Background: an optimization exercise with open tools, aiming at small area. Do not read the settings as production practice.
At most, simulation tests tie the RTL to the original design; equivalence was not proved.

== rev 12 ==
// ResonantLowPassFilter
module ResonantLowPassFilter(
    input clk,
    input signed [15:0] audio_in,
    input signed [15:0] cutoff,
    input signed [15:0] resonance,
    input signed [15:0] gain,
    input reset_n,
    output reg signed [15:0] filtered_audio
);
Size in the first run: roughly 96 flip-flops, roughly 82 I/O pins, about 0.014 sq mm of cells after synthesis.
export LEC_CHECK = 0
export ABC_AREA = 1
export CAP_MARGIN = 20
export CORE_MARGIN = 2
export CORE_UTILIZATION = 70
export SLEW_MARGIN = 20
export SYNTH_HIERARCHICAL = 1
create_clock -name core_clock -period 7.0 [get_ports {clk}]
standard.sh (not shown) runs the stock make flow with config.mk's settings and CLKGATE_MAP_FILE= SYNTH_SCRIPT=/design/flow/synth_recipe.tcl, a recipe that flattens the netlist after the stock synthesis.
==> flow/flow/run.sh <==
#!/bin/bash
# The standard layout, with the smallest buffer on the ports, upsized
# synthesis cells downsized after floorplan, and a clock tree without dummy
# loads.
set -euo pipefail
bash standard.sh \
  "BUFFER_PORTS_ARGS=-buffer_cell sky130_fd_sc_hd__buf_1" \
  "POST_FLOORPLAN_TCL=$PWD/flow/downsize.tcl" \
  "CTS_ARGS=-sink_clustering_enable -repair_clock_nets -dont_use_dummy_load -buf_list {sky130_fd_sc_hd__clkbuf_4 sky130_fd_sc_hd__clkbuf_8}" \
  finish > standard_flow.log 2>&1
==> flow/flow/downsize.tcl <==
# After floorplan: give every combinational cell that synthesis upsized the
# smallest drive strength of its kind; the later repair steps upsize again
# wherever slew, capacitance or timing needs it.
set db [ord::get_db]
set n 0
foreach inst [[ord::get_db_block] getInsts] {
  set name [[$inst getMaster] getName]
  if {![regexp {^(sky130_fd_sc_hd__[a-z0-9]+)_([0-9]+)$} $name -> base size]} { continue }
  if {$size <= 1} { continue }
  if {[regexp {__(df|dl|sdf|edf|clk|tap|fill|decap|conb|buf|lpflow|probe)} $base]} { continue }
  foreach s {0 1} {
    set m [$db findMaster ${base}_$s]
    if {$m != "NULL" && $m != ""} {
      $inst swapMaster $m
      incr n
      break
    }
  }
}
puts "downsize.tcl: downsized $n cells"
For rev 13, these inputs were changed with respect to rev 12:
- CORE_UTILIZATION changed from 70 to 60
-- flow/flow/run.sh --
<<< rev 12, line 8
  "POST_FLOORPLAN_TCL=$PWD/flow/downsize.tcl" \
  "CTS_ARGS=-sink_clustering_enable -repair_clock_nets -dont_use_dummy_load -buf_list {sky130_fd_sc_hd__clkbuf_4 sky130_fd_sc_hd__clkbuf_8}" \
  finish > standard_flow.log 2>&1
>>> rev 13, line 8
  "POST_FLOORPLAN_TCL=$PWD/flow/downsize.tcl" \
  "CTS_ARGS=-sink_clustering_enable -repair_clock_nets -dont_use_dummy_load -buf_list {sky130_fd_sc_hd__clkbuf_8 sky130_fd_sc_hd__clkbuf_16}" \
  finish > standard_flow.log 2>&1
Notes after the runs:
Rev 12 → rev 13: cell total after placement now sits higher; final cell count without fillers now sits higher; critical path arrival now sits lower.
No functional check of the RTL was part of any run of this note.


## build 57
Another version of the RTL of ResonantLowPassFilter (not shown whole).
Size in the first run: ~1500 cells after synthesis, about 96 flip-flops, roughly 82 I/O pins, roughly 0.014 sq mm of cells after synthesis.
Settings: LEC_CHECK=0, ABC_AREA=1, CAP_MARGIN=20, CORE_MARGIN=2, CORE_UTILIZATION=70, SLEW_MARGIN=20, SYNTH_HIERARCHICAL=1; clock period 7.0 ns.
==> flow/flow/run.sh <==
#!/bin/bash
# The standard layout, with the smallest buffer on the ports, upsized
# synthesis cells downsized after floorplan, and a clock tree without dummy
# loads.
set -euo pipefail
bash standard.sh \
  "BUFFER_PORTS_ARGS=-buffer_cell sky130_fd_sc_hd__buf_1" \
  "POST_FLOORPLAN_TCL=$PWD/flow/downsize.tcl" \
  "POST_RESIZE_TCL=$PWD/flow/bufdown.tcl" \
  "CTS_ARGS=-sink_clustering_enable -repair_clock_nets -dont_use_dummy_load -buf_list {sky130_fd_sc_hd__clkbuf_4 sky130_fd_sc_hd__clkbuf_8}" \
  finish > standard_flow.log 2>&1
==> flow/flow/bufdown.tcl <==
# After the placement repair: try the smallest buffer in place of each
# buffer that repair inserted, then repair slew and capacitance again.
set db [ord::get_db]
set b1 [$db findMaster sky130_fd_sc_hd__buf_1]
set n 0
foreach inst [[ord::get_db_block] getInsts] {
  set name [[$inst getMaster] getName]
  if {[string match "place*" [$inst getName]] && [regexp {^sky130_fd_sc_hd__buf_[2-9]} $name]} {
    $inst swapMaster $b1
    incr n
  }
}
puts "bufdown.tcl: downsized $n buffers"
estimate_parasitics -placement
repair_design -slew_margin 20 -cap_margin 20
Scripts as last shown in full above: flow/flow/downsize.tcl
diff inputs: build 57 => build 78
--- a/flow/flow/run.sh
+++ b/flow/flow/run.sh
@@ -2,3 +2,3 @@
-# The standard layout, with the smallest buffer on the ports, upsized
-# synthesis cells downsized after floorplan, and a clock tree without dummy
-# loads.
+# The standard layout, with: the standard flow's synthesis but a stronger ABC area
+# script; the smallest buffer on the ports; upsized synthesis cells
+# downsized after floorplan; a clock tree without dummy loads.
@@ -5,0 +6,2 @@
+export FLOW_WORK=$PWD
+export FLOW_ABC_SCRIPT=$PWD/flow/abc_area2.script
@@ -6,0 +9 @@
+  "SYNTH_SCRIPT=$PWD/flow/synth.tcl" \
@@ -9 +11,0 @@
-  "POST_RESIZE_TCL=$PWD/flow/bufdown.tcl" \
==> flow/flow/abc_area2.script (new file) <==
strash
&get -n
&st
&dch
&nf -R 1000
&put
strash
dch -f
map -a
topo
==> flow/flow/synth.tcl (new file) <==
# The standard flow's own synthesis script (synth_recipe.tcl, sourced unchanged), with
# Yosys's abc call given a stronger area script (abc_area2.script).
proc abc {args} {
  set i [lsearch -exact $args -script]
  if {$i >= 0} { set args [lreplace $args [expr {$i + 1}] [expr {$i + 1}] $::env(FLOW_ABC_SCRIPT)] }
  yosys abc {*}$args
}
source $::env(FLOW_WORK)/synth_recipe.tcl
removed: flow/flow/bufdown.tcl
## What came out
The lower sum of buffers and inverters on the critical path came out of build 57. On final setup slack of the worst path: build 78 sits above build 57. Measured against each other, build 78 and build 57 differ in global-route usage, the higher figure coming from build 78. Diff build 57 -> build 78 | number of non-clock buffers in the layout | increase of 16. Compared with build 57, first-iteration DRC count in build 78 increased by more than 10%. Relative to build 57, the height of the die measured on build 78 has decreased by a few percent. Of build 78 and build 57, it is build 78 that has the higher total detailed-routing wirelength.
Modified inputs, build 28 compared to build 78
--- a/flow/flow/run.sh
+++ b/flow/flow/run.sh
@@ -4 +4,2 @@
-# downsized after floorplan; a clock tree without dummy loads.
+# downsized after floorplan; buffers from placement repair retried at the
+# smallest size; a clock tree without dummy loads.
@@ -11,0 +13 @@
+  "POST_RESIZE_TCL=$PWD/flow/bufdown.tcl" \
==> flow/flow/bufdown.tcl (new file) <==
# After the placement repair: try the smallest buffer in place of each
# buffer that repair inserted, then repair slew and capacitance again.
set db [ord::get_db]
set b1 [$db findMaster sky130_fd_sc_hd__buf_1]
set n 0
foreach inst [[ord::get_db_block] getInsts] {
  set name [[$inst getMaster] getName]
  if {[string match "place*" [$inst getName]] && [regexp {^sky130_fd_sc_hd__buf_[2-9]} $name]} {
    $inst swapMaster $b1
    incr n
  }
}
puts "bufdown.tcl: downsized $n buffers"
estimate_parasitics -placement
repair_design -slew_margin 20 -cap_margin 20
Results
- Peak clock frequency supported by timing delta (build 28 − build 78): unfavourable
- Between build 78 and build 28, the cell area figures differ only marginally.
- Capturing element of the worst setup path = nfeedback[14]: build 28; capturing element of the worst setup path = sum_reg[0]: build 78
- Min worst setup slack across build 78 and build 28: build 28


ResonantLowPassFilter, a different RTL version from the one above (not shown whole).
For scale: about 1500 cells after synthesis, roughly 82 I/O pins, ~14000 um2 of cells after synthesis.
## ResonantLowPassFilter
module ResonantLowPassFilter(
    input clk,
    input signed [15:0] audio_in,
    input signed [15:0] cutoff,
    input signed [15:0] resonance,
    input signed [15:0] gain,
    input reset_n,
    output reg signed [15:0] filtered_audio
);
==> flow/config.mk <==
export PLATFORM = sky130hd
export DESIGN_NAME = ResonantLowPassFilter
export DESIGN_NICKNAME = ResonantLowPassFilter
export VERILOG_FILES = /design/flow/design.v
export SDC_FILE = /design/flow/constraint.sdc
export NUM_CORES = 4
export LEC_CHECK = 0
export ABC_AREA = 1
export CAP_MARGIN = 20
export CORE_MARGIN = 2
export CORE_UTILIZATION = 60
export CTS_BUF_LIST = sky130_fd_sc_hd__clkbuf_4 sky130_fd_sc_hd__clkbuf_8
export CTS_CLUSTER_SIZE = 10
export SLEW_MARGIN = 20
export SYNTH_HIERARCHICAL = 1
==> flow/constraint.sdc <==
create_clock -name core_clock -period 7.0 [get_ports {clk}]
set_input_delay 1.4000 -clock core_clock [delete_from_list [all_inputs] [get_ports {clk}]]
set_output_delay 1.4000 -clock core_clock [all_outputs]
set_load 0.01 [all_outputs]
==> flow/flow/run.sh <==
#!/bin/bash
# The standard layout, with the smallest buffer on the ports.
set -euo pipefail
bash standard.sh "BUFFER_PORTS_ARGS=-buffer_cell sky130_fd_sc_hd__buf_1" finish > standard_flow.log 2>&1
The baseline finished clean.
Next try:
==> flow/flow/run.sh (replaced) <==
#!/bin/bash
# The standard layout, with the smallest buffer on the ports and a clock
# tree without dummy loads.
set -euo pipefail
bash standard.sh \
  "BUFFER_PORTS_ARGS=-buffer_cell sky130_fd_sc_hd__buf_1" \
  "CTS_ARGS=-sink_clustering_enable -repair_clock_nets -dont_use_dummy_load -buf_list {sky130_fd_sc_hd__clkbuf_4 sky130_fd_sc_hd__clkbuf_8}" \
  finish > standard_flow.log 2>&1
Settings changed: CTS_BUF_LIST sky130_fd_sc_hd__clkbuf_4 sky130_fd_sc_hd__clkbuf_8 to default, CTS_CLUSTER_SIZE 10 to default, GPL_ROUTABILITY_DRIVEN from default to 0, GPL_TIMING_DRIVEN from default to 0.
Result: The new run completed with no timing, DRC or antenna violations; die area does not change; clock skew goes up by 12 ps; first-iteration DRC count goes up by 23%; count of clock-buffer cells in the layout does not change; synthesized cell count stays the same; via count goes up by 4.0%; routed wire length goes up by 8.8%; utilization goes up by 0.80 points; cell count goes up by 3.9%.
Next try:
==> flow/flow/run.sh (replaced) <==
#!/bin/bash
# The standard layout, with the smallest buffer on the ports and power (size) recovery after global routing.
set -euo pipefail
bash standard.sh "BUFFER_PORTS_ARGS=-buffer_cell sky130_fd_sc_hd__buf_1" RECOVER_POWER=100 finish > standard_flow.log 2>&1
Settings changed: CORE_UTILIZATION 60 to 75, CTS_BUF_LIST from default to sky130_fd_sc_hd__clkbuf_4 sky130_fd_sc_hd__clkbuf_8, GPL_ROUTABILITY_DRIVEN 0 to default, GPL_TIMING_DRIVEN 0 to default.
Effect: The changed run reached the layout checks and failed them: max-capacitance violations, max-slew violations. Maximum frequency grows by 0.71%. Sequential share of layout area rises by 0.38 points. Setup slack gains 46 ps. Wire length drops by 6.5%. Cell area shrinks by 2.4%. Final cell count decreases by 8.0%. Utilization rose by 14 points. Worst hold slack gains 17 ps. Die area goes down by 20%.
Next try:
Settings changed: CORE_UTILIZATION 75 to 60.
The changed run finished but fails on max-capacitance violations, max-slew violations.
Design area climbs by 0.75%.
Global-route usage drops by 7.6 points.
Setup slack is worse by 14 ps.
Synthesized cell count stays the same.
Wire length drops by 1.8%.
Critical path depth drops by 1.
Cell count climbs by about 4.6%.

## static timing again, ports no longer ideal
The flow's constraints put no driver on any port. The routed layouts listed below were extracted and timed again, unchanged, in two steps. Step 1 assumes that a clkbuf_16 drives the clock port and a buf_2 every other input. Step 2, shift: input delay + t, output delay - t, t = (earliest + latest rising clock arrival at the registers) / 2. This alone moves slack from input paths to output paths. Slacks: no drivers / after step 1 / after step 2; pairs: no drivers / after step 1.
| run | shift t [ns] | setup slack, ns | slew at the worst register clock pin (ns) |
|---|---|---|---|
| rev 12 | 0.428 | 0.507 / 0.507 / 0.228 | 0.11 / 0.11 |
| rev 13 | 0.404 | 0.512 / 0.512 / 0.169 | 0.08 / 0.08 |
| build 57 | 0.430 | 0.382 / 0.382 / 0.382 | 0.11 / 0.11 |
| build 78 | 0.430 | 0.461 / 0.461 / 0.461 | 0.12 / 0.12 |
| build 28 | 0.421 | 0.263 / 0.263 / 0.263 | 0.12 / 0.12 |
| the first run of note 3 | 0.434 | 0.530 / 0.530 / 0.530 | 0.12 / 0.12 |
| the second run of note 3 | 0.421 | 0.474 / 0.474 / 0.474 | 0.12 / 0.12 |
| the third run of note 3 | 0.434 | 0.520 / 0.520 / 0.409 | 0.11 / 0.11 |
| the fourth run of note 3 | 0.434 | 0.506 / 0.506 / 0.506 | 0.12 / 0.12 |
The setup slack of rev 13, which loses most, moves by 0.000 ns with the drivers and by -0.343 ns with both steps.
